What follows belongs to an exercise in optimizing a design on an open flow for small area, a short achievable clock period and few clock cycles per item; a production flow would make more cautious choices. No run shown here included a check of the RTL's function; only the layout flow was run.

==> flow/config.mk <==
export PLATFORM = sky130hd
export DESIGN_NAME = sampledec
export DESIGN_NICKNAME = sampledec
export VERILOG_FILES = /design/flow/design.v
export SDC_FILE = /design/flow/constraint.sdc
export NUM_CORES = 4
export LEC_CHECK = 0
export CAP_MARGIN = 20
export CORE_MARGIN = 2
export CORE_UTILIZATION = 40
export SLEW_MARGIN = 20
export SYNTH_HIERARCHICAL = 1
==> flow/flow/run.sh <==
#!/bin/bash
# The standard layout (standard.sh), with every port buffered by a fixed cell type.
export BUFFER_PORTS_ARGS="-buffer_cell sky130_fd_sc_hd__buf_2"
bash standard.sh > standard.log 2>&1
==> flow/standard.sh <==
#!/bin/bash
# synth_recipe.tcl (not shown) runs the flow's synth.tcl, then flattens the netlist and writes it again
# the make line also repeats each setting of config.mk as NAME=value (left out here)
make -C /OpenROAD-flow-scripts/flow DESIGN_CONFIG=/design/flow/config.mk WORK_HOME=/design/flow/orfs CLKGATE_MAP_FILE= SYNTH_SCRIPT=/design/flow/synth_recipe.tcl "${@:-finish}"
==> flow/design.v <==
module sampledec(received,clk,start,ctrl,corrected,decodedOp,nerr,done);
  input [14:0] received; input clk; input start; input ctrl;
  output [7:0] corrected; output [1:0] nerr; output [14:0] decodedOp; output done;
  reg done_q, ctrl_q;
  always @(posedge clk) begin ctrl_q <= ctrl; if (start) done_q <= 1'b1; end
  assign done = done_q;
  wire t_1; bx2 u_t_1(.a(received[1]),.b(received[2]),.y(t_1));
  wire t_2; bx2 u_t_2(.a(received[3]),.b(received[4]),.y(t_2));
  wire t_3; bx2 u_t_3(.a(received[6]),.b(received[8]),.y(t_3));
  wire t_4; bx2 u_t_4(.a(received[9]),.b(received[12]),.y(t_4));
  wire t_5; bx2 u_t_5(.a(t_1),.b(t_2),.y(t_5));
  wire t_6; bx2 u_t_6(.a(t_3),.b(t_4),.y(t_6));
  wire x0; bx2 u_x0(.a(t_5),.b(t_6),.y(x0));
  wire t_7; bx2 u_t_7(.a(received[2]),.b(received[3]),.y(t_7));
  wire t_8; bx2 u_t_8(.a(received[4]),.b(received[5]),.y(t_8));
  wire t_9; bx2 u_t_9(.a(received[7]),.b(received[9]),.y(t_9));
  wire t_10; bx2 u_t_10(.a(received[10]),.b(received[13]),.y(t_10));
  wire t_11; bx2 u_t_11(.a(t_7),.b(t_8),.y(t_11));
  wire t_12; bx2 u_t_12(.a(t_9),.b(t_10),.y(t_12));
  wire x1; bx2 u_x1(.a(t_11),.b(t_12),.y(x1));
  wire t_13; bx2 u_t_13(.a(received[3]),.b(received[4]),.y(t_13));
  wire t_14; bx2 u_t_14(.a(received[5]),.b(received[6]),.y(t_14));
  wire t_15; bx2 u_t_15(.a(received[8]),.b(received[10]),.y(t_15));
  wire t_16; bx2 u_t_16(.a(received[11]),.b(received[14]),.y(t_16));
  wire t_17; bx2 u_t_17(.a(t_13),.b(t_14),.y(t_17));
  wire t_18; bx2 u_t_18(.a(t_15),.b(t_16),.y(t_18));
  wire x2; bx2 u_x2(.a(t_17),.b(t_18),.y(x2));
  wire t_19; bx2 u_t_19(.a(received[0]),.b(received[4]),.y(t_19));
  wire t_20; bx2 u_t_20(.a(received[5]),.b(received[6]),.y(t_20));
  wire t_21; bx2 u_t_21(.a(received[7]),.b(received[9]),.y(t_21));
  wire t_22; bx2 u_t_22(.a(received[11]),.b(received[12]),.y(t_22));
  wire t_23; bx2 u_t_23(.a(t_19),.b(t_20),.y(t_23));
  wire t_24; bx2 u_t_24(.a(t_21),.b(t_22),.y(t_24));
  wire x3; bx2 u_x3(.a(t_23),.b(t_24),.y(x3));
  wire t_25; bx2 u_t_25(.a(received[0]),.b(received[5]),.y(t_25));
  wire u0; bx2 u_u0(.a(t_25),.b(received[10]),.y(u0));
  wire t_26; bx2 u_t_26(.a(received[1]),.b(received[6]),.y(t_26));
  wire u1; bx2 u_u1(.a(t_26),.b(received[11]),.y(u1));
  wire t_27; bx2 u_t_27(.a(received[2]),.b(received[7]),.y(t_27));
  wire u2; bx2 u_u2(.a(t_27),.b(received[12]),.y(u2));
  wire t_28; bx2 u_t_28(.a(received[3]),.b(received[8]),.y(t_28));
  wire u3; bx2 u_u3(.a(t_28),.b(received[13]),.y(u3));
  wire t_29; bx2 u_t_29(.a(received[4]),.b(received[9]),.y(t_29));
  wire u4; bx2 u_u4(.a(t_29),.b(received[14]),.y(u4));
  wire t_30; bx2 u_t_30(.a(u0),.b(u1),.y(t_30));
  wire t_31; bx2 u_t_31(.a(u2),.b(u3),.y(t_31));
  wire t_32; bx2 u_t_32(.a(u3),.b(u4),.y(t_32));
  wire t_33; bx2 u_t_33(.a(u1),.b(u2),.y(t_33));
  wire t_34; bx2 u_t_34(.a(u0),.b(u4),.y(t_34));
  wire w0; bx2 u_w0(.a(t_33),.b(t_32),.y(w0));
  wire w1; bx2 u_w1(.a(t_34),.b(t_31),.y(w1));
  wire w2; bx2 u_w2(.a(t_30),.b(t_32),.y(w2));
  wire w3; bx2 u_w3(.a(t_33),.b(t_34),.y(w3));
  wire w4; bx2 u_w4(.a(t_30),.b(t_31),.y(w4));
  wire [4:0] cc; bcube u_cube(.x({x3,x2,x1,x0}), .u({u4,u3,u2,u1,u0}), .c(cc));
  wire y0; bx2 u_y0(.a(w0),.b(cc[0]),.y(y0));
  wire y1; bx2 u_y1(.a(w1),.b(cc[1]),.y(y1));
  wire y2; bx2 u_y2(.a(w2),.b(cc[2]),.y(y2));
  wire y3; bx2 u_y3(.a(w3),.b(cc[3]),.y(y3));
  wire y4; bx2 u_y4(.a(w4),.b(cc[4]),.y(y4));
  reg [14:0] r; reg [3:0] xq; reg [4:0] yq;
  wire dm0; bmux u_dm0(.s(start),.a(r[0]),.b(received[0]),.y(dm0));
  always @(posedge clk) r[0] <= dm0;
  wire dm1; bmux u_dm1(.s(start),.a(r[1]),.b(received[1]),.y(dm1));
  always @(posedge clk) r[1] <= dm1;
  wire dm2; bmux u_dm2(.s(start),.a(r[2]),.b(received[2]),.y(dm2));
  always @(posedge clk) r[2] <= dm2;
  wire dm3; bmux u_dm3(.s(start),.a(r[3]),.b(received[3]),.y(dm3));
  always @(posedge clk) r[3] <= dm3;
  wire dm4; bmux u_dm4(.s(start),.a(r[4]),.b(received[4]),.y(dm4));
  always @(posedge clk) r[4] <= dm4;
  wire dm5; bmux u_dm5(.s(start),.a(r[5]),.b(received[5]),.y(dm5));
  always @(posedge clk) r[5] <= dm5;
  wire dm6; bmux u_dm6(.s(start),.a(r[6]),.b(received[6]),.y(dm6));
  always @(posedge clk) r[6] <= dm6;
  wire dm7; bmux u_dm7(.s(start),.a(r[7]),.b(received[7]),.y(dm7));
  always @(posedge clk) r[7] <= dm7;
  wire dm8; bmux u_dm8(.s(start),.a(r[8]),.b(received[8]),.y(dm8));
  always @(posedge clk) r[8] <= dm8;
  wire dm9; bmux u_dm9(.s(start),.a(r[9]),.b(received[9]),.y(dm9));
  always @(posedge clk) r[9] <= dm9;
  wire dm10; bmux u_dm10(.s(start),.a(r[10]),.b(received[10]),.y(dm10));
  always @(posedge clk) r[10] <= dm10;
  wire dm11; bmux u_dm11(.s(start),.a(r[11]),.b(received[11]),.y(dm11));
  always @(posedge clk) r[11] <= dm11;
  wire dm12; bmux u_dm12(.s(start),.a(r[12]),.b(received[12]),.y(dm12));
  always @(posedge clk) r[12] <= dm12;
  wire dm13; bmux u_dm13(.s(start),.a(r[13]),.b(received[13]),.y(dm13));
  always @(posedge clk) r[13] <= dm13;
  wire dm14; bmux u_dm14(.s(start),.a(r[14]),.b(received[14]),.y(dm14));
  always @(posedge clk) r[14] <= dm14;
  wire dm15; bmux u_dm15(.s(start),.a(xq[0]),.b(x0),.y(dm15));
  always @(posedge clk) xq[0] <= dm15;
  wire dm16; bmux u_dm16(.s(start),.a(xq[1]),.b(x1),.y(dm16));
  always @(posedge clk) xq[1] <= dm16;
  wire dm17; bmux u_dm17(.s(start),.a(xq[2]),.b(x2),.y(dm17));
  always @(posedge clk) xq[2] <= dm17;
  wire dm18; bmux u_dm18(.s(start),.a(xq[3]),.b(x3),.y(dm18));
  always @(posedge clk) xq[3] <= dm18;
  wire dm19; bmux u_dm19(.s(start),.a(yq[0]),.b(y0),.y(dm19));
  always @(posedge clk) yq[0] <= dm19;
  wire dm20; bmux u_dm20(.s(start),.a(yq[1]),.b(y1),.y(dm20));
  always @(posedge clk) yq[1] <= dm20;
  wire dm21; bmux u_dm21(.s(start),.a(yq[2]),.b(y2),.y(dm21));
  always @(posedge clk) yq[2] <= dm21;
  wire dm22; bmux u_dm22(.s(start),.a(yq[3]),.b(y3),.y(dm22));
  always @(posedge clk) yq[3] <= dm22;
  wire dm23; bmux u_dm23(.s(start),.a(yq[4]),.b(y4),.y(dm23));
  always @(posedge clk) yq[4] <= dm23;
  wire f0; bx2 u_f0(.a(xq[0]),.b(yq[0]),.y(f0));
  wire f1; bx2 u_f1(.a(xq[1]),.b(yq[1]),.y(f1));
  wire f2; bx2 u_f2(.a(xq[2]),.b(yq[2]),.y(f2));
  wire f3; bx2 u_f3(.a(xq[3]),.b(yq[3]),.y(f3));
  wire t_35; bx2 u_t_35(.a(xq[0]),.b(xq[1]),.y(t_35));
  wire f4; bx2 u_f4(.a(t_35),.b(yq[4]),.y(f4));
  wire t_36; bx2 u_t_36(.a(xq[1]),.b(xq[2]),.y(t_36));
  wire f5; bx2 u_f5(.a(t_36),.b(yq[0]),.y(f5));
  wire t_37; bx2 u_t_37(.a(xq[2]),.b(xq[3]),.y(t_37));
  wire f6; bx2 u_f6(.a(t_37),.b(yq[1]),.y(f6));
  wire t_38; bx2 u_t_38(.a(xq[3]),.b(yq[2]),.y(t_38));
  wire f7; bx2 u_f7(.a(t_35),.b(t_38),.y(f7));
  wire t_39; bx2 u_t_39(.a(xq[0]),.b(xq[2]),.y(t_39));
  wire f8; bx2 u_f8(.a(t_39),.b(yq[3]),.y(f8));
  wire t_40; bx2 u_t_40(.a(xq[1]),.b(xq[3]),.y(t_40));
  wire f9; bx2 u_f9(.a(t_40),.b(yq[4]),.y(f9));
  wire t_41; bx2 u_t_41(.a(xq[2]),.b(yq[0]),.y(t_41));
  wire f10; bx2 u_f10(.a(t_35),.b(t_41),.y(f10));
  wire t_42; bx2 u_t_42(.a(xq[3]),.b(yq[1]),.y(t_42));
  wire f11; bx2 u_f11(.a(t_36),.b(t_42),.y(f11));
  wire t_43; bx2 u_t_43(.a(t_37),.b(yq[2]),.y(t_43));
  wire f12; bx2 u_f12(.a(t_35),.b(t_43),.y(f12));
  wire t_44; bx2 u_t_44(.a(xq[3]),.b(yq[3]),.y(t_44));
  wire f13; bx2 u_f13(.a(t_39),.b(t_44),.y(f13));
  wire t_45; bx2 u_t_45(.a(xq[0]),.b(xq[3]),.y(t_45));
  wire f14; bx2 u_f14(.a(t_45),.b(yq[4]),.y(f14));
  wire fl0; bnor4 u_fl0(.a(f8),.b(f4),.c(f2),.d(f1),.y(fl0));
  wire fl1; bnor4 u_fl1(.a(f9),.b(f5),.c(f3),.d(f2),.y(fl1));
  wire fl2; bnor4 u_fl2(.a(f10),.b(f6),.c(f4),.d(f3),.y(fl2));
  wire fl3; bnor4 u_fl3(.a(f11),.b(f7),.c(f5),.d(f4),.y(fl3));
  wire fl4; bnor4 u_fl4(.a(f12),.b(f8),.c(f6),.d(f5),.y(fl4));
  wire fl5; bnor4 u_fl5(.a(f13),.b(f9),.c(f7),.d(f6),.y(fl5));
  wire fl6; bnor4 u_fl6(.a(f14),.b(f10),.c(f8),.d(f7),.y(fl6));
  wire fl7; bnor4 u_fl7(.a(f0),.b(f11),.c(f9),.d(f8),.y(fl7));
  wire fl8; bnor4 u_fl8(.a(f1),.b(f12),.c(f10),.d(f9),.y(fl8));
  wire fl9; bnor4 u_fl9(.a(f2),.b(f13),.c(f11),.d(f10),.y(fl9));
  wire fl10; bnor4 u_fl10(.a(f3),.b(f14),.c(f12),.d(f11),.y(fl10));
  wire fl11; bnor4 u_fl11(.a(f4),.b(f0),.c(f13),.d(f12),.y(fl11));
  wire fl12; bnor4 u_fl12(.a(f5),.b(f1),.c(f14),.d(f13),.y(fl12));
  wire fl13; bnor4 u_fl13(.a(f6),.b(f2),.c(f0),.d(f14),.y(fl13));
  wire fl14; bnor4 u_fl14(.a(f7),.b(f3),.c(f1),.d(f0),.y(fl14));
  wire d0; bx2 u_d0(.a(r[0]),.b(fl0),.y(d0));
  wire d1; bx2 u_d1(.a(r[1]),.b(fl1),.y(d1));
  wire d2; bx2 u_d2(.a(r[2]),.b(fl2),.y(d2));
  wire d3; bx2 u_d3(.a(r[3]),.b(fl3),.y(d3));
  wire d4; bx2 u_d4(.a(r[4]),.b(fl4),.y(d4));
  wire d5; bx2 u_d5(.a(r[5]),.b(fl5),.y(d5));
  wire d6; bx2 u_d6(.a(r[6]),.b(fl6),.y(d6));
  wire d7; bx2 u_d7(.a(r[7]),.b(fl7),.y(d7));
  wire d8; bx2 u_d8(.a(r[8]),.b(fl8),.y(d8));
  wire d9; bx2 u_d9(.a(r[9]),.b(fl9),.y(d9));
  wire d10; bx2 u_d10(.a(r[10]),.b(fl10),.y(d10));
  wire d11; bx2 u_d11(.a(r[11]),.b(fl11),.y(d11));
  wire d12; bx2 u_d12(.a(r[12]),.b(fl12),.y(d12));
  wire d13; bx2 u_d13(.a(r[13]),.b(fl13),.y(d13));
  wire d14; bx2 u_d14(.a(r[14]),.b(fl14),.y(d14));
  assign decodedOp = {d14, d13, d12, d11, d10, d9, d8, d7, d6, d5, d4, d3, d2, d1, d0};
  wire n0; bnor4 u_n0(.a(yq[0]),.b(yq[1]),.c(yq[2]),.d(yq[3]),.y(n0));
  wire n1; bn1 u_n1(.f({fl14, fl13, fl12, fl11, fl10, fl9, fl8, fl7, fl6, fl5, fl4, fl3, fl2, fl1, fl0}),.n0(n0),.y(n1));
  assign nerr = {n1, n0};
  wire co0; bmux u_co0(.s(ctrl_q),.a(d0),.b(d7),.y(co0));
  wire co1; bmux u_co1(.s(ctrl_q),.a(d1),.b(d8),.y(co1));
  wire co2; bmux u_co2(.s(ctrl_q),.a(d2),.b(d9),.y(co2));
  wire co3; bmux u_co3(.s(ctrl_q),.a(d3),.b(d10),.y(co3));
  wire co4; bmux u_co4(.s(ctrl_q),.a(d4),.b(d11),.y(co4));
  wire co5; bmux u_co5(.s(ctrl_q),.a(d5),.b(d12),.y(co5));
  wire co6; bmux u_co6(.s(ctrl_q),.a(d6),.b(d13),.y(co6));
  assign corrected = {decodedOp[14] & ctrl_q, co6, co5, co4, co3, co2, co1, co0};
endmodule
module bx2(input a, input b, output y); assign y = a ^ b; endmodule
module bnor4(input a, input b, input c, input d, output y); assign y = ~(a|b|c|d); endmodule
module bmux(input s, input a, input b, output y); assign y = s ? b : a; endmodule
module bn1(input [14:0] f, input n0, output y); assign y = (|f) & ~n0; endmodule
module bcube(input [3:0] x, input [4:0] u, output reg [4:0] c);
  wire z = (x == 4'd0) & ((u == 5'd0) | (u == 5'd31));
  reg [4:0] t;
  always @(*) begin case (x)
    4'd0: t = 5'd0;
    4'd1: t = 5'd29;
    4'd2: t = 5'd23;
    4'd3: t = 5'd27;
    4'd4: t = 5'd15;
    4'd5: t = 5'd23;
    4'd6: t = 5'd30;
    4'd7: t = 5'd23;
    4'd8: t = 5'd30;
    4'd9: t = 5'd27;
    4'd10: t = 5'd27;
    4'd11: t = 5'd15;
    4'd12: t = 5'd29;
    4'd13: t = 5'd29;
    4'd14: t = 5'd30;
    4'd15: t = 5'd15;
  endcase
  c = t | {3'b000, z, z};
  end
endmodule
==> flow/constraint.sdc <==
create_clock -name core_clock -period 7.0 [get_ports {clk}]
set_input_delay 1.4000 -clock core_clock [delete_from_list [all_inputs] [get_ports {clk}]]
set_output_delay 1.4000 -clock core_clock [all_outputs]
set_load 0.01 [all_outputs]
==> summary.md, run 1 <==
| Metric | Value |
|---|---|
| Most Frequent Cell on Critical Path | `xor2_1` |
| Synth cell count leaders | `xor2_1, mux2_4, buf_4, dfxtp_1, nor4_2` |
| Setup violations, final | `0` |
| Total CTS buffers | `3` |
| Hold Path Class | `flip-flop to flip-flop` |
| Gates resized, CTS repair | `0` |
| Met3 GRT Util | `less than 1%` |
| Slowest CP cell | `dfxtp_1` |
| Startpoint type of the worst setup path | `flip-flop` |
| F_max | `252 MHz` |
| Most used flip-flop cell after synthesis | `dfxtp_1` |
| N_diodes | `0` |
| Slew headroom | `48.9%` |
| GP Congestion | `between 0.8 and 0.9` |
| Worst R2R Path Depth | `1` |
| Top Ports | `44` |
| Setup CP Type | `flip-flop to output pin` |
| Grt peak-use layer | `met2` |
| Worst hold slack | `~520 ps` |
| Die area | `about 6600 um2` |
| Hold buffer count at cts | `0` |
| Drt first pass iters | `4` |
| Maximum fanout along the worst path | `8` |
| Status | `timing/DRC/antenna clean` |
| Final min period | `between 3000 and 4000 ps` |
| Slowest stage delay, CP | `580 ps` |
| Fraction of layout cells with a size suffix above 1 | `~41%` |
| Final hold violations | `0` |
| Core region area | `5850 um2` |
| Gr usage total | `~14%` |
| Syn Nets | `240` |
| DP Worst Slack | `3290 ps` |
| Largest net degree at the start of global routing | `25` |
| Initial antenna violation count | `0` |
| Seq/Total Area, Yosys | `approximately a fifth` |
| Routed via count | `~1500` |
| Hpwl dp | `3970 um` |
| Wire per inst | `about 15 um` |
| Worst-path clk slew | `around 90 ps` |
| Worst path required time | `5600 ps` |
| Die height | `roughly 80 um` |
| Clk buf depth | `2` |
| RR Endpoint | `xq[3]` |
| Unrepaired setup endpoints after global routing | `no` |
| TNS Setup | `0 ps` |
| Most common cell in the netlist | `xor2_1` |
| Min-Delay Path Depth | `1` |
| Arrival time worst endpoint | `roughly 2600 ps` |
| Placed Cells | `slightly above 300` |
| Max-cap violations | `0` |
| Vias per cell | `4.74` |
| Total wire length | `4740 um` |
| EDFF count, synth | `0` |
| Mapped cell area | `around 2400 um2` |
| Post-CTS setup repair buffer count | `0` |
| Clk root buf | `clkbuf_8` |
| I/O Buffers | `42` |
| GR Util met2 | `between 20% and 30%` |
| Drc violations | `0` |
| Post-synth cell types | `22` |
| Layout area overhead | `6.09%` |
| HP Start | `r[0]` |
| Final core area utilization | `43.6%` |
| R2R setup slack | `~6100 ps` |
| Number of global-route vias before repair | `about 1300` |
| Worst slew pin tran | `~760 ps` |
| CTS tree | `yes` |
| First-iteration detailed-routing DRC count | `62` |
| Clock Skews | `0 ps` |
| CTS Sinks | `25` |
| Overflow after GRT | `0` |
| Period Utilization, post-route | `around 57%` |
| Critical Path Sink Type | `output pin` |
| Synth warnings | `8` |
| Pins Over Slew Limit | `0` |
| Synth area leaders | `xor2_1, dfxtp_1, mux2_4` |
| Synth top area share | `34.3%` |
| Skew-Pair Late Insertion Delay | `roughly 270 ps` |
| Avg Cell Area, Syn | `11.0 um2` |
| Leading area contributor after synthesis | `xor2_1` |
| Post-Syn Instances | `219` |
| Hold EP | `r[0]` |
| Met1 usage | `about 21%` |
| Post-synth ARST share | `0%` |
| Die Wd | `about 81 um` |
| Final nets | `260` |
| FF+latch count, synth | `25` |
| Initial Util | `between 40% and 50%` |
| Final setup margin | `~3000 ps` |
| Global-route wire length before repair | `7180 um` |
| Row count | `28` |
| ANT nets after route | `0` |
| CP Cell Sequence | `xor2_1 -> xor2_1 -> xor2_1 -> nor4_2 -> nor4_1 -> a41oi_1 -> buf_2` |
| Worst r2r src | `xq[3]` |
| Non-filler cells, final | `313` |
| H-Tree Depth | `1` |
[layout by cell type (no fill, tap or decap)]
master / count
o31ai_2: 1
clkinv_2: 1
and2_1: 1
mux2_4: 31
a41oi_1: 1
ha_1: 3
dfxtp_1: 25
nor4_1: 4
xor2_1: 94
mux2_2: 1
clkbuf_8: 3
xnor2_1: 2
a31o_2: 1
a21oi_1: 1
conb_1: 1
nor4_2: 17
nor3_1: 2
inv_1: 2
buf_2: 42
and4_2: 1
nand2b_1: 2
mux2i_1: 2
[flip-flops by register name, summed over array words and instances, names as in the netlist]
signal,flops
xq,4
r,15
ctrl_q,1
yq,5
[logic make-up after synthesis]
group,Yosys count,share of synthesized area (%)
xor gates and xnor gates,96,35.0
muxes,34,20.7
buffers and inverters,29,8.80
and+or+nand+nor,27,11.5
DFF,25,20.8
AOI/OAI and AO/OA,4,1.46
adders and majority gates,3,1.56
other,1,0.156
[Yosys stat by module, one instance, submodules excluded]
module,times used,flops+latches
bcube,1,0
bmux,31,0
bn1,1,0
bnor4,16,0
bx2,94,0
sampledec,1,25
[worst max-delay path by stage]
stage          slack, ps            to        start  depth (start not counted)
2_1_floorplan       3600  corrected[4]        xq[3]                          7
3_5_place_dp        3290         yq[1]  received[4]                         11
5_1_grt             2850       nerr[1]        xq[3]                          7
3_3_place_gp        3260         yq[1]  received[4]                         11
4_1_cts             3050       nerr[1]        xq[3]                          7
6_report            3030       nerr[1]        xq[3]                          7
[metal layers]
layer  wire, um  vias up
met1       2350      682
met5          0        -
met3        161        4
met2       2180       38
li1           -      761
met4         38        0
[critical path, delay by kind of cell (launching register included)]
kind | cells | cell delay, ps
buffers and inverters | 1 | 170
AO/OA/AOI/OAI | 1 | 160
AND/OR/NAND/NOR | 2 | 460
XOR/XNOR | 3 | 930
flip-flops | 1 | 580
[metrics by stage]
| step | cell area [um2] |
|---|---|
| 6_report | 2550 |
| 2_1_floorplan | 2400 |
| 5_1_grt | 2550 |
| 3_3_place_gp | 2500 |
| 3_5_place_dp | 2500 |
| 4_1_cts | 2550 |
[cell type report]
| class | instances | area [um2] |
|---|---|---|
| multi-input cells | 165 | 1690 |
| clock inverters | 1 | 5.00 |
| well taps | 75 | 93.8 |
| clock buffers | 3 | 41.3 |
| fillers | 574 | 3300 |
| inverters | 2 | 7.51 |
| flip-flops and latches | 25 | 500 |
| repair buffers | 42 | 210 |
==> inputs of run 2 (changes only) <==
==> flow/flow/run.sh (replaced) <==
#!/bin/bash
# The standard layout (standard.sh) with: every port buffered by one fixed cell type,
# power recovery (downsizing of non-critical cells) after global routing, and optional
# extra ORFS settings. Each tool's output goes to standard.log in this folder.
export BUFFER_PORTS_ARGS="-buffer_cell sky130_fd_sc_hd__buf_2"
export RECOVER_POWER=100

bash standard.sh > standard.log 2>&1
==> run 2 against run 1 <==
Setup slack worse by 150 ps. First-iteration DRC count is 15% lower. Routed wire length is 0.76% higher.
==> summary.md, run 2 <==
| Metric | Value |
|---|---|
| EDFF count, synth | `0 (unchanged)` |
| N_diodes | `0 (unchanged)` |
| Post-CTS setup repair buffer count | `0 (unchanged)` |
| Core region area | `5850 um2 (unchanged)` |
| CTS Sinks | `25 (unchanged)` |
| TNS Setup | `0 ps (unchanged)` |
| Row count | `28 (unchanged)` |
| Top Metal Used | `met4` |
| Gr usage total | `14.2% (unchanged)` |
| Most Frequent Cell on Critical Path | `xor2_1` |
| Worst r2r src | `xq[3]` |
| Final hold violations | `0 (unchanged)` |
| Final min period | `4120 ps (+148 ps)` |
| Largest registers | `r: 15 flops, yq: 5 flops, xq: 4 flops` |
| Overflow after GRT | `0 (unchanged)` |
| Syn Nets | `240 (unchanged)` |
| Total wire length | `4770 um (+0.76%)` |
| Critical Path Sink Type | `output pin` |
| Placed Cells | `309 (unchanged)` |
| Unrepaired setup endpoints after global routing | `no` |
| Most common cell in the netlist | `xor2_1` |
| Setup CP Type | `flip-flop to output pin` |
| Hold Path Class | `flip-flop to flip-flop` |
| Worst setup path startpoint | `xq[3]` |
| Clock Skews | `0 ps (unchanged)` |
| Max reg flops | `15 (unchanged)` |
| Drc violations | `0 (unchanged)` |
| Period Utilization, post-route | `58.8% (+2.1 points)` |
| I/O Buffers | `42 (unchanged)` |
| Vias per cell | `4.78 (+0.81%)` |
| Maximum fanout along the worst path | `8 (unchanged)` |
| H-Tree Depth | `1 (unchanged)` |
| Status | `timing/DRC/antenna clean` |
| Sequential Area | `500 um2 (unchanged)` |
| Synth cell count leaders | `xor2_1, mux2_4, buf_4, dfxtp_1, nor4_2` |
| Non-filler cells, final | `313 (unchanged)` |
| Pins Over Slew Limit | `0 (unchanged)` |
| Routed via count | `1497 (+0.81%)` |
| Slew headroom | `7.04% (-42 points)` |
| First-iteration detailed-routing DRC count | `53 (-15%)` |
| Die height | `81.5 um (unchanged)` |
| Leading cell types in the layout, fill and taps excluded | `xor2_1, buf_2, mux2_1, dfxtp_1, nor4_1` |
| Post-Syn Instances | `219 (unchanged)` |
| Layout area overhead | `-2.08%` |
| Slowest stage delay, CP | `650 ps (+70 ps)` |
| Initial Util | `41.1% (unchanged)` |
| Startpoint type of the worst setup path | `flip-flop` |
| DP Worst Slack | `3290 ps (unchanged)` |
| Clk root buf | `clkbuf_8` |
| Leading area contributor after synthesis | `xor2_1` |
| Max-cap violations | `0 (unchanged)` |
| Drt first pass iters | `4 (unchanged)` |
| Met3 routed WL | `153 um (-5.0%)` |
| Number of global-route vias before repair | `1338 (unchanged)` |
| Most used flip-flop cell after synthesis | `dfxtp_1` |
| ANT nets after route | `0 (unchanged)` |
| Worst slew pin tran | `1390 ps (+630 ps)` |
| Seq/Total Area, Yosys | `20.8% (unchanged)` |
| Wire per inst | `15.2 um (+0.76%)` |
| Hold buffer count at cts | `0 (unchanged)` |
| Gates resized, CTS repair | `0 (unchanged)` |
| Clk buf depth | `2 (unchanged)` |
| CP Cell Sequence | `xor2_1 -> xor2_1 -> xor2_1 -> nor4_1 -> xor2_1 -> mux2_1 -> buf_2` |
| CTS tree | `yes` |
| F_max | `243 MHz (-3.6%)` |
| Met1 WL | `2400 um (+2.1%)` |
| Initial antenna violation count | `0 (unchanged)` |
| Top Ports | `44 (unchanged)` |
| Most flop-heavy register | `r` |
| Final nets | `260 (unchanged)` |
| Fraction of layout cells with a size suffix above 1 | `21.0% (-20 points)` |
| Largest net degree at the start of global routing | `25 (unchanged)` |
| Total CTS buffers | `3 (unchanged)` |
| Arrival time worst endpoint | `2720 ps (+150 ps)` |
| Worst path required time | `5600 ps (about the same)` |
| Avg Cell Area, Syn | `11.0 um2 (unchanged)` |
| Hpwl dp | `3970 um (unchanged)` |
| FF+latch count, synth | `25 (unchanged)` |
| Filler instances | `640 (+11%)` |
| Die Wd | `81.5 um (unchanged)` |
| Slowest CP cell | `nor4_1` |
| Synth area leaders | `xor2_1, dfxtp_1, mux2_4` |
| Final setup margin | `2880 ps (-148 ps)` |
| Post-synth ARST share | `0% (unchanged)` |
| Most common cell after layout, fill and taps aside | `xor2_1` |
| Die area | `6640 um2 (unchanged)` |
| Global-route wire length before repair | `7180 um (unchanged)` |
| Skew-Pair Late Insertion Delay | `270 ps (about the same)` |
| Worst-path clk slew | `90 ps (about the same)` |
| Synth warnings | `8 (unchanged)` |
| Multi-input gate area | `1500 um2 (-11%)` |
| Synth top area share | `34.3% (unchanged)` |
| HP Start | `r[0]` |
| GP Congestion | `0.899 (unchanged)` |
| Post-synth cell types | `22 (unchanged)` |
| Routed met2 length | `2150 um (-1.5%)` |
| Mapped cell area | `2400 um2 (unchanged)` |
| Setup violations, final | `0 (unchanged)` |
[run 2: cell counts after synthesis]
Identical to the previous run, type by type.
[run 2: area by class of cell]
cell class,instances,area share [%]
clock inverter,1,0.213
clock buffer,3,1.76
multi-input combinational,165,63.9
sequential,25,21.3
inverter,2,0.319
tap,75,3.99
timing repair buffer,42,8.56
[run 2: final timing paths]
path	endpoint	slack, ps	cells past startpoint
min	r[0]	500	1
max reg2reg	xq[3]	6130	1
max	corrected[4]	2880	7
min reg2reg	r[0]	500	1
[run 2: kinds of logic after synthesis]
family,synth area share [%]
fa+ha+maj,1.56
other cells,0.156
mux,20.7
buf+inv,8.80
flops,20.8
compound gates,1.46
simple gates,11.5
xor+xnor,35.0
[run 2: modules after synthesis (local to each module, per instance)]
module     cell area, um2  cells inside
bmux                 15.0             1
bn1                  32.5             5
bcube                 183            21
sampledec             698            52
bnor4                12.5             1
bx2                  8.76             1
[run 2: metrics by stage]
stage               area (um2)  hold WS [ps]  util (%)
floorplan                 2400           480         -
global placement          2500           494      42.8
detailed placement        2500           496      42.8
CTS                       2550           526      43.6
global route              2350           513      40.2
finish                    2350           505      40.2
[run 2: worst max-delay path, delay by kind of cell (launching register included)]
family	cells	cell delay (ps)
xor gates and xnor gates	4	790
buffers and inverters	1	140
DFF	1	570
muxes	1	310
and+or+nand+nor	1	650
[run 2: layer usage]
layer  up-vias  global-route usage [%]
met4         0                    4.24
li1        766                       -
met1       684                    20.8
met2        39                    22.4
met5         -                       0
met3         8                   0.659
==> inputs of run 3 (changes only) <==
--- a/flow/design.v
+++ b/flow/design.v
@@ -59,36 +59,21 @@
   wire y3; bx2 u_y3(.a(w3),.b(cc[3]),.y(y3));
   wire y4; bx2 u_y4(.a(w4),.b(cc[4]),.y(y4));
   reg [14:0] r; reg [3:0] xq; reg [4:0] yq;
-  wire dm0; bmux u_dm0(.s(start),.a(r[0]),.b(received[0]),.y(dm0));
-  always @(posedge clk) r[0] <= dm0;
-  wire dm1; bmux u_dm1(.s(start),.a(r[1]),.b(received[1]),.y(dm1));
-  always @(posedge clk) r[1] <= dm1;
-  wire dm2; bmux u_dm2(.s(start),.a(r[2]),.b(received[2]),.y(dm2));
-  always @(posedge clk) r[2] <= dm2;
-  wire dm3; bmux u_dm3(.s(start),.a(r[3]),.b(received[3]),.y(dm3));
-  always @(posedge clk) r[3] <= dm3;
-  wire dm4; bmux u_dm4(.s(start),.a(r[4]),.b(received[4]),.y(dm4));
-  always @(posedge clk) r[4] <= dm4;
-  wire dm5; bmux u_dm5(.s(start),.a(r[5]),.b(received[5]),.y(dm5));
-  always @(posedge clk) r[5] <= dm5;
-  wire dm6; bmux u_dm6(.s(start),.a(r[6]),.b(received[6]),.y(dm6));
-  always @(posedge clk) r[6] <= dm6;
-  wire dm7; bmux u_dm7(.s(start),.a(r[7]),.b(received[7]),.y(dm7));
-  always @(posedge clk) r[7] <= dm7;
-  wire dm8; bmux u_dm8(.s(start),.a(r[8]),.b(received[8]),.y(dm8));
-  always @(posedge clk) r[8] <= dm8;
-  wire dm9; bmux u_dm9(.s(start),.a(r[9]),.b(received[9]),.y(dm9));
-  always @(posedge clk) r[9] <= dm9;
-  wire dm10; bmux u_dm10(.s(start),.a(r[10]),.b(received[10]),.y(dm10));
-  always @(posedge clk) r[10] <= dm10;
-  wire dm11; bmux u_dm11(.s(start),.a(r[11]),.b(received[11]),.y(dm11));
-  always @(posedge clk) r[11] <= dm11;
-  wire dm12; bmux u_dm12(.s(start),.a(r[12]),.b(received[12]),.y(dm12));
-  always @(posedge clk) r[12] <= dm12;
-  wire dm13; bmux u_dm13(.s(start),.a(r[13]),.b(received[13]),.y(dm13));
-  always @(posedge clk) r[13] <= dm13;
-  wire dm14; bmux u_dm14(.s(start),.a(r[14]),.b(received[14]),.y(dm14));
-  always @(posedge clk) r[14] <= dm14;
+  always @(posedge clk) if (start) r[0] <= received[0];
+  always @(posedge clk) if (start) r[1] <= received[1];
+  always @(posedge clk) if (start) r[2] <= received[2];
+  always @(posedge clk) if (start) r[3] <= received[3];
+  always @(posedge clk) if (start) r[4] <= received[4];
+  always @(posedge clk) if (start) r[5] <= received[5];
+  always @(posedge clk) if (start) r[6] <= received[6];
+  always @(posedge clk) if (start) r[7] <= received[7];
+  always @(posedge clk) if (start) r[8] <= received[8];
+  always @(posedge clk) if (start) r[9] <= received[9];
+  always @(posedge clk) if (start) r[10] <= received[10];
+  always @(posedge clk) if (start) r[11] <= received[11];
+  always @(posedge clk) if (start) r[12] <= received[12];
+  always @(posedge clk) if (start) r[13] <= received[13];
+  always @(posedge clk) if (start) r[14] <= received[14];
   wire dm15; bmux u_dm15(.s(start),.a(xq[0]),.b(x0),.y(dm15));
   always @(posedge clk) xq[0] <= dm15;
   wire dm16; bmux u_dm16(.s(start),.a(xq[1]),.b(x1),.y(dm16));
==> run 3 against run 2 <==
First-iteration DRC count is 28% lower. Sequential share of layout area rose by 6.8 points. Via count fell by 3.9%. Critical path depth decreased by 1. Register-to-register slack about the same. Hold slack improved by 73 ps. Synthesized area shrank 3.5%. Cell count shrank 4.5%. Setup slack improved by 130 ps. Critical path type unchanged.
==> summary.md, run 3 <==
| Metric | Value |
|---|---|
| Top Ports | `44 (unchanged)` |
| Worst path required time | `5600 ps (about the same)` |
| CP Cell Sequence | `xor2_1 -> xor2_1 -> nor4_1 -> xor2_1 -> mux2_4 -> clkbuf_1` |
| Post-synth ARST share | `0% (unchanged)` |
| Post-synth cell types | `24 (+9.1%)` |
| Most common cell after layout, fill and taps aside | `xor2_1` |
| Leading cell types in the layout, fill and taps excluded | `xor2_1, clkbuf_1, buf_2, nor4_1, edfxtp_1` |
| Period Utilization, post-route | `56.9% (-1.9 points)` |
| Gates resized, CTS repair | `0 (unchanged)` |
| Post-Syn Instances | `206 (-5.9%)` |
| DP Worst Slack | `3310 ps (+26.6 ps)` |
| HP Start | `yq[4]` |
| N_diodes | `0 (unchanged)` |
| Global-route wire length before repair | `7450 um (+3.7%)` |
| Maximum fanout along the worst path | `5 (-3)` |
| Core region area | `5540 um2 (-5.3%)` |
| Pins Over Slew Limit | `0 (unchanged)` |
| Hold Path Class | `flip-flop to flip-flop` |
| Final core area utilization | `41.8% (+1.6 points)` |
| Synth warnings | `8 (unchanged)` |
| Die Wd | `80.1 um (-1.7%)` |
| F_max | `251 MHz (+3.4%)` |
| FF+latch count, synth | `25 (unchanged)` |
| Hold EP | `yq[4]` |
| RR Endpoint | `xq[3]` |
| Final nets | `250 (-3.8%)` |
| Layout area overhead | `-0.162%` |
| Worst r2r src | `xq[3]` |
| Unrepaired setup endpoints after global routing | `no` |
| Total CTS buffers | `3 (unchanged)` |
| Leading area contributor after synthesis | `xor2_1` |
| Number of global-route vias before repair | `1446 (+8.1%)` |
| CTS tree | `yes` |
| Hpwl dp | `3830 um (-3.5%)` |
| Largest net degree at the start of global routing | `25 (unchanged)` |
| Mapped cell area | `2320 um2 (-3.5%)` |
| Most Frequent Cell on Critical Path | `xor2_1` |
| Clock Skews | `0 ps (unchanged)` |
| Arrival time worst endpoint | `2580 ps (-140 ps)` |
| Most used flip-flop cell after synthesis | `edfxtp_1` |
| Avg Cell Area, Syn | `11.2 um2 (+2.5%)` |
| Max reg flops | `15 (unchanged)` |
| Setup violations, final | `0 (unchanged)` |
| Clk buf depth | `2 (unchanged)` |
| Slowest stage delay, CP | `600 ps (-50 ps)` |
| CTS Sinks | `25 (unchanged)` |
| Slew headroom | `14.5% (+7.5 points)` |
| Total wire length | `4650 um (-2.6%)` |
| Seq/Total Area, Yosys | `28.1% (+7.2 points)` |
| ANT nets after route | `0 (unchanged)` |
| GP Congestion | `0.833 (-7.3%)` |
| Die height | `80.1 um (-1.7%)` |
| Gr usage total | `14.9% (+0.75 points)` |
| First-iteration detailed-routing DRC count | `38 (-28%)` |
| Vias per cell | `4.81 (+0.63%)` |
| Skew-Pair Late Insertion Delay | `250 ps (-20 ps)` |
| Synth cell count leaders | `xor2_1, buf_4, nor4_2, mux2_4, edfxtp_1` |
| TNS Setup | `0 ps (unchanged)` |
| Min-Delay Path Depth | `1 (unchanged)` |
| Row count | `27 (-3.6%)` |
| Most flop-heavy register | `r` |
| Routed via count | `1439 (-3.9%)` |
| Clk root buf | `clkbuf_8` |
| Synth top area share | `35.5% (+1.3 points)` |
| Final setup margin | `3020 ps (+134 ps)` |
| Syn Nets | `228 (-5.0%)` |
| EDFF count, synth | `15 (+15)` |
| Startpoint type of the worst setup path | `flip-flop` |
| Filler instances | `612 (-4.4%)` |
| Synth area leaders | `xor2_1, edfxtp_1, mux2_4` |
| Status | `timing/DRC/antenna clean` |
| Most common cell in the netlist | `xor2_1` |
| H-Tree Depth | `1 (unchanged)` |
| Overflow after GRT | `0 (unchanged)` |
| Wire per inst | `15.5 um (+1.9%)` |
| I/O Buffers | `42 (unchanged)` |
| Worst-path clk slew | `80 ps (about the same)` |
| Drc violations | `0 (unchanged)` |
| Slowest CP cell | `nor4_1` |
| Critical Path Sink Type | `output pin` |
| Largest registers | `r: 15 flops, yq: 5 flops, xq: 4 flops` |
| Post-CTS setup repair buffer count | `0 (unchanged)` |
| Worst slew pin tran | `1280 ps (-112 ps)` |
| Setup CP Type | `flip-flop to output pin` |
| Final hold violations | `0 (unchanged)` |
| Max-cap violations | `0 (unchanged)` |
| Drt first pass iters | `4 (unchanged)` |
| Fraction of layout cells with a size suffix above 1 | `14.5% (-6.5 points)` |
| Hold buffer count at cts | `0 (unchanged)` |
| Initial Util | `41.8% (+0.76 points)` |
| Die area | `6420 um2 (-3.4%)` |
| R2R setup slack | `6120 ps (about the same)` |
| Initial antenna violation count | `0 (unchanged)` |
| Final min period | `3980 ps (-134 ps)` |
| Worst R2R Path Depth | `1 (unchanged)` |
-- run 3: cell types whose count changed in the layout (fill, tap and decap cells not counted), moves of 2 or more --
cell	previous run	this run
nand2_1	0	2
nor2_1	0	2
clkbuf_1	7	22
mux2_1	26	11
dfxtp_1	25	10
edfxtp_1	0	15
buf_2	35	20
-- run 3: how the worst max path moves through the flow --
stage / from / to / slack [ps] / cells after the start
2_1_floorplan: xq[3] / corrected[4] / 3600 / 7
5_1_grt: xq[3] / nerr[1] / 2860 / 7
6_report: xq[1] / corrected[6] / 3020 / 6
4_1_cts: xq[1] / corrected[6] / 3100 / 6
3_3_place_gp: received[4] / yq[3] / 3300 / 11
3_5_place_dp: received[4] / yq[3] / 3310 / 11
-- run 3: through the flow --
| stage | hold slack (ps) | cell area (um2) | cells |
|---|---|---|---|
| floorplan | 565 | 2320 | 206 |
| global placement | 592 | 2430 | 295 |
| detailed placement | 592 | 2430 | 295 |
| CTS | 613 | 2480 | 299 |
| global route | 617 | 2310 | 299 |
| finish | 577 | 2310 | 299 |
-- run 3: kinds of logic after synthesis --
kind of cell             count (synthesis)  synth area share [%]
AO/OA/AOI/OAI                            5                  1.40
XOR/XNOR                                95                  35.9
adder cells (fa/ha/maj)                  4                  2.16
buffers and inverters                   27                  8.42
flip-flops                              25                  28.1
multiplexers                            18                  11.2
other                                    1                 0.162
AND/OR/NAND/NOR                         31                  12.6
-- run 3: worst max-delay path, delay by kind of cell (launching register included) --
kind	cells	cell delay [ps]
xor+xnor	3	830
simple gates	1	600
flops	1	480
mux	1	290
buf+inv	1	130
-- run 3: modules after synthesis (local to each module, per instance) --
module / copies in the design / flops+latches / cell area (um2) / cells inside
bn1: 1 / 0 / 32.5 / 5
bnor4: 16 / 0 / 12.5 / 1
sampledec: 1 / 25 / 848 / 52
bmux: 16 / 0 / 15.0 / 1
bx2: 94 / 0 / 8.76 / 1
bcube: 1 / 0 / 173 / 23
-- run 3: area by class of cell --
type	count	area, um2	share of cell area, %
inverter	2	7.51	0.324
timing repair buffer	42	183	7.90
multi-input combinational	154	1340	57.8
clock buffer	3	41.3	1.78
tap	72	90.1	3.89
sequential	25	651	28.1
clock inverter	1	5.00	0.216
-- run 3: metal layers --
metal	global-route usage, %	vias to the layer above	share of wire (%)
met1	21.1	678	49
li1	-	723	-
met5	0	-	0
met2	24.3	34	47
met4	3.22	0	0.69
met3	1.91	4	3.3
==> inputs of run 4 (changes only) <==
--- a/flow/design.v
+++ b/flow/design.v
@@ -74,24 +74,15 @@
   always @(posedge clk) if (start) r[12] <= received[12];
   always @(posedge clk) if (start) r[13] <= received[13];
   always @(posedge clk) if (start) r[14] <= received[14];
-  wire dm15; bmux u_dm15(.s(start),.a(xq[0]),.b(x0),.y(dm15));
-  always @(posedge clk) xq[0] <= dm15;
-  wire dm16; bmux u_dm16(.s(start),.a(xq[1]),.b(x1),.y(dm16));
-  always @(posedge clk) xq[1] <= dm16;
-  wire dm17; bmux u_dm17(.s(start),.a(xq[2]),.b(x2),.y(dm17));
-  always @(posedge clk) xq[2] <= dm17;
-  wire dm18; bmux u_dm18(.s(start),.a(xq[3]),.b(x3),.y(dm18));
-  always @(posedge clk) xq[3] <= dm18;
-  wire dm19; bmux u_dm19(.s(start),.a(yq[0]),.b(y0),.y(dm19));
-  always @(posedge clk) yq[0] <= dm19;
-  wire dm20; bmux u_dm20(.s(start),.a(yq[1]),.b(y1),.y(dm20));
-  always @(posedge clk) yq[1] <= dm20;
-  wire dm21; bmux u_dm21(.s(start),.a(yq[2]),.b(y2),.y(dm21));
-  always @(posedge clk) yq[2] <= dm21;
-  wire dm22; bmux u_dm22(.s(start),.a(yq[3]),.b(y3),.y(dm22));
-  always @(posedge clk) yq[3] <= dm22;
-  wire dm23; bmux u_dm23(.s(start),.a(yq[4]),.b(y4),.y(dm23));
-  always @(posedge clk) yq[4] <= dm23;
+  always @(posedge clk) if (start) xq[0] <= x0;
+  always @(posedge clk) if (start) xq[1] <= x1;
+  always @(posedge clk) if (start) xq[2] <= x2;
+  always @(posedge clk) if (start) xq[3] <= x3;
+  always @(posedge clk) if (start) yq[0] <= y0;
+  always @(posedge clk) if (start) yq[1] <= y1;
+  always @(posedge clk) if (start) yq[2] <= y2;
+  always @(posedge clk) if (start) yq[3] <= y3;
+  always @(posedge clk) if (start) yq[4] <= y4;
   wire f0; bx2 u_f0(.a(xq[0]),.b(yq[0]),.y(f0));
   wire f1; bx2 u_f1(.a(xq[1]),.b(yq[1]),.y(f1));
   wire f2; bx2 u_f2(.a(xq[2]),.b(yq[2]),.y(f2));
==> run 4 against run 3 <==
Cell area down 0.87%. Highest routed layer unchanged. Maximum frequency fell by 1.2%. Synthesized area down 1.9%. Global-route usage fell by 0.78 points. Count of clock-buffer cells in the layout is the same.
==> summary.md, run 4 <==
| Metric | Value |
|---|---|
| Status | `timing/DRC/antenna clean` |
| H-Tree Depth | `1 (unchanged)` |
| Die area | `6300 um2 (-1.8%)` |
| Most Frequent Cell on Critical Path | `xor2_1` |
| Post-Syn Instances | `197 (-4.4%)` |
| Most common cell after layout, fill and taps aside | `xor2_1` |
| Avg Cell Area, Syn | `11.5 um2 (+2.5%)` |
| Worst-path clk slew | `80 ps (about the same)` |
| Arrival time worst endpoint | `2630 ps (+50 ps)` |
| Min-Delay Path Depth | `1 (unchanged)` |
| Most common cell in the netlist | `xor2_1` |
| I/O Buffers | `42 (unchanged)` |
| Global-route wire length before repair | `6870 um (-7.7%)` |
| Gr usage total | `14.1% (-0.78 points)` |
| CP Cell Sequence | `xor2_1 -> xor2_1 -> xor2_1 -> nor4_1 -> xor2_1 -> mux2_1 -> buf_2` |
| Leading cell types in the layout, fill and taps excluded | `xor2_1, edfxtp_1, buf_2, clkbuf_1, nor4_1` |
| Total wire length | `4410 um (-5.2%)` |
| Buf/Inv on CP | `1 (unchanged)` |
| Syn Nets | `219 (-3.9%)` |
| Initial antenna violation count | `0 (unchanged)` |
| Max reg flops | `15 (unchanged)` |
| N_diodes | `0 (unchanged)` |
| Placed cell areas | `2380 um2 (-1.9%)` |
| Die Wd | `79.4 um (-0.92%)` |
| Post-synth ARST share | `0% (unchanged)` |
| Maximum fanout along the worst path | `7 (+2)` |
| TNS Setup | `0 ps (unchanged)` |
| Synth area leaders | `xor2_1, edfxtp_1, nor4_2` |
| Pins Over Slew Limit | `0 (unchanged)` |
| F_max | `248 MHz (-1.2%)` |
| Vias per cell | `4.78 (-0.69%)` |
| Slowest CP cell | `edfxtp_1` |
| Leading area contributor after synthesis | `xor2_1` |
| Synth top area share | `36.2% (+0.70 points)` |
| Post-CTS setup repair buffer count | `0 (unchanged)` |
| Fraction of layout cells with a size suffix above 1 | `14.7% (+0.14 points)` |
| Largest registers | `r: 15 flops, yq: 5 flops, xq: 4 flops` |
| Final hold violations | `0 (unchanged)` |
| ANT nets after route | `0 (unchanged)` |
| Worst slew pin tran | `1230 ps (-49.1 ps)` |
| Period Utilization, post-route | `57.5% (+0.66 points)` |
| Setup CP Type | `flip-flop to output pin` |
| Core region area | `5510 um2 (-0.61%)` |
| Mapped cell area | `2270 um2 (-1.9%)` |
| Top Ports | `44 (unchanged)` |
| DP Worst Slack | `3300 ps (-13.8 ps)` |
| Final core area utilization | `41.6% (-0.11 points)` |
| Drt first pass iters | `4 (unchanged)` |
| Initial Util | `41.3% (-0.56 points)` |
| Row count | `27 (unchanged)` |
| Worst path required time | `5600 ps (about the same)` |
| Setup violations, final | `0 (unchanged)` |
| Max-cap violations | `0 (unchanged)` |
| Clk buf depth | `2 (unchanged)` |
| Final setup margin | `2970 ps (-46.3 ps)` |
| Slew headroom | `17.8% (+3.3 points)` |
| Design area | `2290 um2 (-0.87%)` |
| Synth cell count leaders | `xor2_1, buf_4, edfxtp_1, nor4_2, mux2_4` |
| Startpoint type of the worst setup path | `flip-flop` |
| Unrepaired setup endpoints after global routing | `no` |
| CTS Sinks | `25 (unchanged)` |
| Routed via count | `1386 (-3.7%)` |
| Delay-heaviest family, CP | `XOR/XNOR gates` |
| Drc violations | `0 (unchanged)` |
| Final nets | `241 (-3.6%)` |
| Most flop-heavy register | `r` |
| HP Start | `ctrl` |
| Hold Path Class | `input pin to flip-flop` |
| First-iteration detailed-routing DRC count | `55 (+45%)` |
| GP Congestion | `0.872 (+4.7%)` |
| Synth warnings | `8 (unchanged)` |
| Slowest stage delay, CP | `550 ps (-50 ps)` |
| Clk root buf | `clkbuf_8` |
| Layout area overhead | `0.936%` |
| Hold buffer count at cts | `0 (unchanged)` |
| Seq/Total Area, Yosys | `32.6% (+4.5 points)` |
| Hpwl dp | `3660 um (-4.3%)` |
| Final min period | `4030 ps (+46.3 ps)` |
| Overflow after GRT | `0 (unchanged)` |
| Critical Path Sink Type | `output pin` |
| Total CTS buffers | `3 (unchanged)` |
| FF+latch count, synth | `25 (unchanged)` |
| Most used flip-flop cell after synthesis | `edfxtp_1` |
| Post-synth cell types | `24 (unchanged)` |
| EDFF count, synth | `24 (+9)` |
| Gates resized, CTS repair | `0 (unchanged)` |
| Wire per inst | `15.2 um (-2.2%)` |
| Largest net degree at the start of global routing | `25 (unchanged)` |
| CTS tree | `yes` |
| Number of global-route vias before repair | `1366 (-5.5%)` |
| Die height | `79.4 um (-0.92%)` |
| Hold EP | `ctrl_q` |
## run 4: kinds of logic after synthesis
kind of cell / count (synthesis) / synth area share (%)
adder cells (fa/ha/maj): 4 / 2.20
flip-flops: 25 / 32.6
buffers and inverters: 27 / 8.59
AO/OA/AOI/OAI: 5 / 1.43
other: 1 / 0.165
AND/OR/NAND/NOR: 31 / 12.9
multiplexers: 9 / 5.51
XOR/XNOR: 95 / 36.6
## run 4: layer usage
metal  GRT usage (%)  share of wire (%)
met5               0                  0
met4            5.34                1.2
met3            1.70                3.8
met2            23.1                 48
met1            19.2                 47
## run 4: stage by stage
step / cells / hold slack [ps]
2_1_floorplan: 197 / 1430
3_3_place_gp: 286 / 1500
3_5_place_dp: 286 / 1510
4_1_cts: 290 / 1240
5_1_grt: 290 / 1240
6_report: 290 / 1240
## run 4: area by class of cell
| type | count | area [um2] |
|---|---|---|
| fill | 575 | 3210 |
| multi-input combinational | 145 | 1220 |
| sequential | 25 | 741 |
| timing repair buffer | 42 | 185 |
| tap | 72 | 90.1 |
| clock buffer | 3 | 41.3 |
| inverter | 2 | 7.51 |
| clock inverter | 1 | 5.00 |
## run 4: worst max path at each step
stage,start,endpoint,slack (ps),cells after the start
after floorplan,xq[3],corrected[4],3560,7
after global placement,xq[3],nerr[1],3250,7
after detailed placement,xq[3],nerr[1],3300,7
after CTS,xq[3],nerr[1],3000,7
after global routing,xq[3],corrected[4],2810,7
final,xq[3],corrected[4],2970,7
## run 4: per-module statistics from Yosys (local to each module, per instance)
| module | cells inside | times used | flip-flops and latches | area [um2] |
|---|---|---|---|---|
| bx2 | 1 | 94 | 0 | 8.76 |
| bn1 | 5 | 1 | 0 | 32.5 |
| bcube | 23 | 1 | 0 | 173 |
| bnor4 | 1 | 16 | 0 | 12.5 |
| sampledec | 52 | 1 | 25 | 938 |
| bmux | 1 | 7 | 0 | 15.0 |
==> inputs of run 5 (changes only) <==
--- a/flow/flow/run.sh
+++ b/flow/flow/run.sh
@@ -4,5 +4,5 @@
 # extra ORFS settings. Each tool's output goes to standard.log in this folder.
 export BUFFER_PORTS_ARGS="-buffer_cell sky130_fd_sc_hd__buf_2"
 export RECOVER_POWER=100
-
+export SETUP_SLACK_MARGIN=3.0
 bash standard.sh > standard.log 2>&1
==> run 5 against run 4 <==
Still clean. Global-route usage is 0.055 points higher. Hold slack hardly changed. Die area stayed put. Sequential share of layout area is 0.053 points lower. Utilization is 0.068 points higher. First-iteration DRC count is 11% higher. Count of clock-buffer cells in the layout stayed put. Cell count is 0.34% higher. Maximum frequency is 1.2% higher. Routed wire length is 0.61% higher. Critical path type unchanged. Highest routed layer unchanged.
==> summary.md, run 5 <==
| Metric | Value |
|---|---|
| Largest family of logic cells by synthesized area | `XOR/XNOR gates` |
| Most Frequent Cell on Critical Path | `xor2_1` |
| Post-synthesis simple-gate area fraction | `12.9% (unchanged)` |
| Synth area leaders | `xor2_1, edfxtp_1, nor4_2` |
| Total CTS buffers | `3 (unchanged)` |
| Overflow after GRT | `0 (unchanged)` |
| Setup CP Type | `flip-flop to output pin` |
| Worst-path clk slew | `80 ps (about the same)` |
| Worst path required time | `5600 ps (about the same)` |
| CTS Sinks | `25 (unchanged)` |
| Hold Path Class | `input pin to flip-flop` |
| Vias per cell | `4.78 (about the same)` |
| Period Utilization, post-route | `56.9% (-0.68 points)` |
| Adder-cell share of the synthesized area | `2.20% (unchanged)` |
| First-iteration detailed-routing DRC count | `61 (+11%)` |
| Initial antenna violation count | `0 (unchanged)` |
| I/O Buffers | `42 (unchanged)` |
| Arrival time worst endpoint | `2580 ps (-50 ps)` |
| F_max | `251 MHz (+1.2%)` |
| CP Cell Sequence | `xor2_1 -> xor2_1 -> nor4_1 -> xor2_1 -> mux2_1 -> buf_2` |
| Die height | `79.4 um (unchanged)` |
| N_diodes | `0 (unchanged)` |
| Total wire length | `4430 um (+0.61%)` |
| Worst slew pin tran | `1230 ps (-0.00966 ps)` |
| Layout area overhead | `1.10%` |
| Final min period | `3980 ps (-47.3 ps)` |
| Number of global-route vias before repair | `1378 (+0.88%)` |
| Buf/Inv on CP | `1 (unchanged)` |
| Post-synth ARST share | `0% (unchanged)` |
| Critical Path Sink Type | `output pin` |
| Mux cell area share after synthesis | `5.51% (unchanged)` |
| Mapped cell area | `2270 um2 (unchanged)` |
| TNS Setup | `0 ps (unchanged)` |
| Pins Over Slew Limit | `0 (unchanged)` |
| Post-Syn Instances | `197 (unchanged)` |
| Avg Cell Area, Syn | `11.5 um2 (unchanged)` |
| Row count | `27 (unchanged)` |
| Final nets | `242 (+0.41%)` |
| Most common cell in the netlist | `xor2_1` |
| Slowest stage delay, CP | `570 ps (+20 ps)` |
| Synth warnings | `8 (unchanged)` |
| Max-cap violations | `0 (unchanged)` |
| Die area | `6300 um2 (unchanged)` |
| Gr usage total | `14.2% (+0.055 points)` |
| Drc violations | `0 (unchanged)` |
| Largest net degree at the start of global routing | `25 (unchanged)` |
| FF+latch count, synth | `25 (unchanged)` |
| Most flop-heavy register | `r` |
| Initial Util | `41.3% (unchanged)` |
| Core region area | `5510 um2 (unchanged)` |
| Max reg flops | `15 (unchanged)` |
| Delay-heaviest family, CP | `XOR/XNOR gates` |
| Global-route wire length before repair | `6900 um (+0.41%)` |
| Final hold violations | `0 (unchanged)` |
| Final setup margin | `3020 ps (+47.3 ps)` |
| Routed via count | `1392 (+0.43%)` |
| Slew headroom | `17.8% (about the same)` |
| Clk root buf | `clkbuf_8` |
| Synth top area share | `36.2% (unchanged)` |
| Synth cell count leaders | `xor2_1, buf_4, edfxtp_1, nor4_2, mux2_4` |
| Synth Area in Compound Gates | `1.43% (unchanged)` |
| Startpoint type of the worst setup path | `flip-flop` |
| Xor and xnor area share after synthesis | `36.6% (unchanged)` |
| Design area | `2300 um2 (+0.16%)` |
| Fraction of layout cells with a size suffix above 1 | `15.5% (+0.85 points)` |
| Largest registers | `r: 15 flops, yq: 5 flops, xq: 4 flops` |
| Post-synth cell types | `24 (unchanged)` |
| Clk buf depth | `2 (unchanged)` |
| EDFF count, synth | `24 (unchanged)` |
| DP Worst Slack | `3300 ps (unchanged)` |
| Placed cell areas | `2380 um2 (unchanged)` |
| Filler instances | `575 (unchanged)` |
| Hpwl dp | `3660 um (unchanged)` |
| Leading area contributor after synthesis | `xor2_1` |
| Wire per inst | `15.2 um (+0.27%)` |
| Worst hold slack | `1240 ps (+0.0100 ps)` |
| Seq/Total Area, Yosys | `32.6% (unchanged)` |
| Status | `timing/DRC/antenna clean` |
| Unrepaired setup endpoints after global routing | `no` |
| Most common cell after layout, fill and taps aside | `xor2_1` |
| CTS tree | `yes` |
| Syn Nets | `219 (unchanged)` |
| Setup violations, final | `0 (unchanged)` |
| Top Ports | `44 (unchanged)` |
| ANT nets after route | `0 (unchanged)` |
| Drt first pass iters | `4 (unchanged)` |
| H-Tree Depth | `1 (unchanged)` |
| Maximum fanout along the worst path | `4 (-3)` |
| Die Wd | `79.4 um (unchanged)` |
| GP Congestion | `0.872 (unchanged)` |
| Slowest CP cell | `nor4_1` |
| Most used flip-flop cell after synthesis | `edfxtp_1` |
| Leading cell types in the layout, fill and taps excluded | `xor2_1, buf_2, edfxtp_1, nor4_1, clkbuf_1` |
==> run 5: cell counts after synthesis <==
Identical to the previous run, type by type.
==> run 5: cell families (layout without fill, tap and decap cells) <==
family,count (synthesis),count (layout)
AO/OA/AOI/OAI,5,5
AND/OR/NAND/NOR,31,31
multiplexers,9,9
buffers and inverters,27,49
adder cells (fa/ha/maj),4,4
other,1,1
flip-flops,25,25
XOR/XNOR,95,95
==> run 5: through the flow <==
stage,std cells,utilization (%)
after floorplan,197,-
after global placement,286,43.3
after detailed placement,286,43.3
after CTS,290,44.3
after global routing,291,41.7
final,291,41.7
==> run 5: layout make-up <==
class | count | area [um2] | area share, %
Clock buffer | 3 | 41.3 | 1.80
Clock inverter | 1 | 5.00 | 0.218
Inverter | 2 | 7.51 | 0.327
Multi-Input combinational cell | 145 | 1220 | 53.0
Sequential cell | 25 | 741 | 32.2
Tap cell | 72 | 90.1 | 3.92
Timing Repair Buffer | 43 | 195 | 8.50
==> run 5: final timing paths <==
path | start | cells past startpoint | end | slack, ps
worst min-delay path | ctrl | 1 | ctrl_q | 1240
worst max-delay path | xq[1] | 6 | corrected[6] | 3020
==> run 5: per-module statistics from Yosys, one instance, submodules excluded <==
module	area [um2]	times used	flops+latches	cells
bcube	173	1	0	23
bmux	15.0	7	0	1
bn1	32.5	1	0	5
bnor4	12.5	16	0	1
bx2	8.76	94	0	1
sampledec	938	1	25	52
==> run 5: repair_timing <==
action                     CTS  global route
buffers inserted             0             1
pin swaps                    0             1
resized for setup            1             1
setup endpoints to repair    1             7
cloned                       0             0
hold buffers                 0             0
==> run 5: per-layer routing <==
metal	vias to the layer above	global-route usage (%)	wire length (um)
met5	-	0	0
met4	0	5.52	69
met3	10	1.81	151
met2	36	23.2	2150
met1	654	19.1	2060
li1	692	-	-

## separate check: timing with driven ports
The results above use ideal ports. As a check the final layouts listed here were re-extracted and re-timed, cells and wires unchanged. Step 1 sets driving cells, clkbuf_16 on the clock port and buf_2 on the other inputs (assumed; they add their load-dependent delay and slew). Step 2 adds t to the input delays and takes it off the output delays; t is the mean of the earliest and latest rising clock arrival at the registers after step 1. Input paths then give back, and output paths get back, about the clock's delay inside the block. a / b / c = ideal ports / drivers / drivers and shift; a / b = the first two.
run	shift t [ns]	setup slack, ns	worst setup path after step 2	worst register clock-pin slew, ns	worst slew at a driven data input, ns
run 1	0.284	3.032 / 3.010 / 3.270	input to register	0.09 / 0.09	0.03
run 2	0.284	2.884 / 2.863 / 3.111	input to register	0.09 / 0.09	0.03
run 3	0.282	3.018 / 2.993 / 3.088	input to register	0.09 / 0.09	0.03
run 4	0.279	2.972 / 2.948 / 3.202	input to register	0.08 / 0.08	0.03
run 5	0.279	3.019 / 2.996 / 3.203	input to register	0.08 / 0.08	0.03
After both steps setup and hold are still met in every run listed.
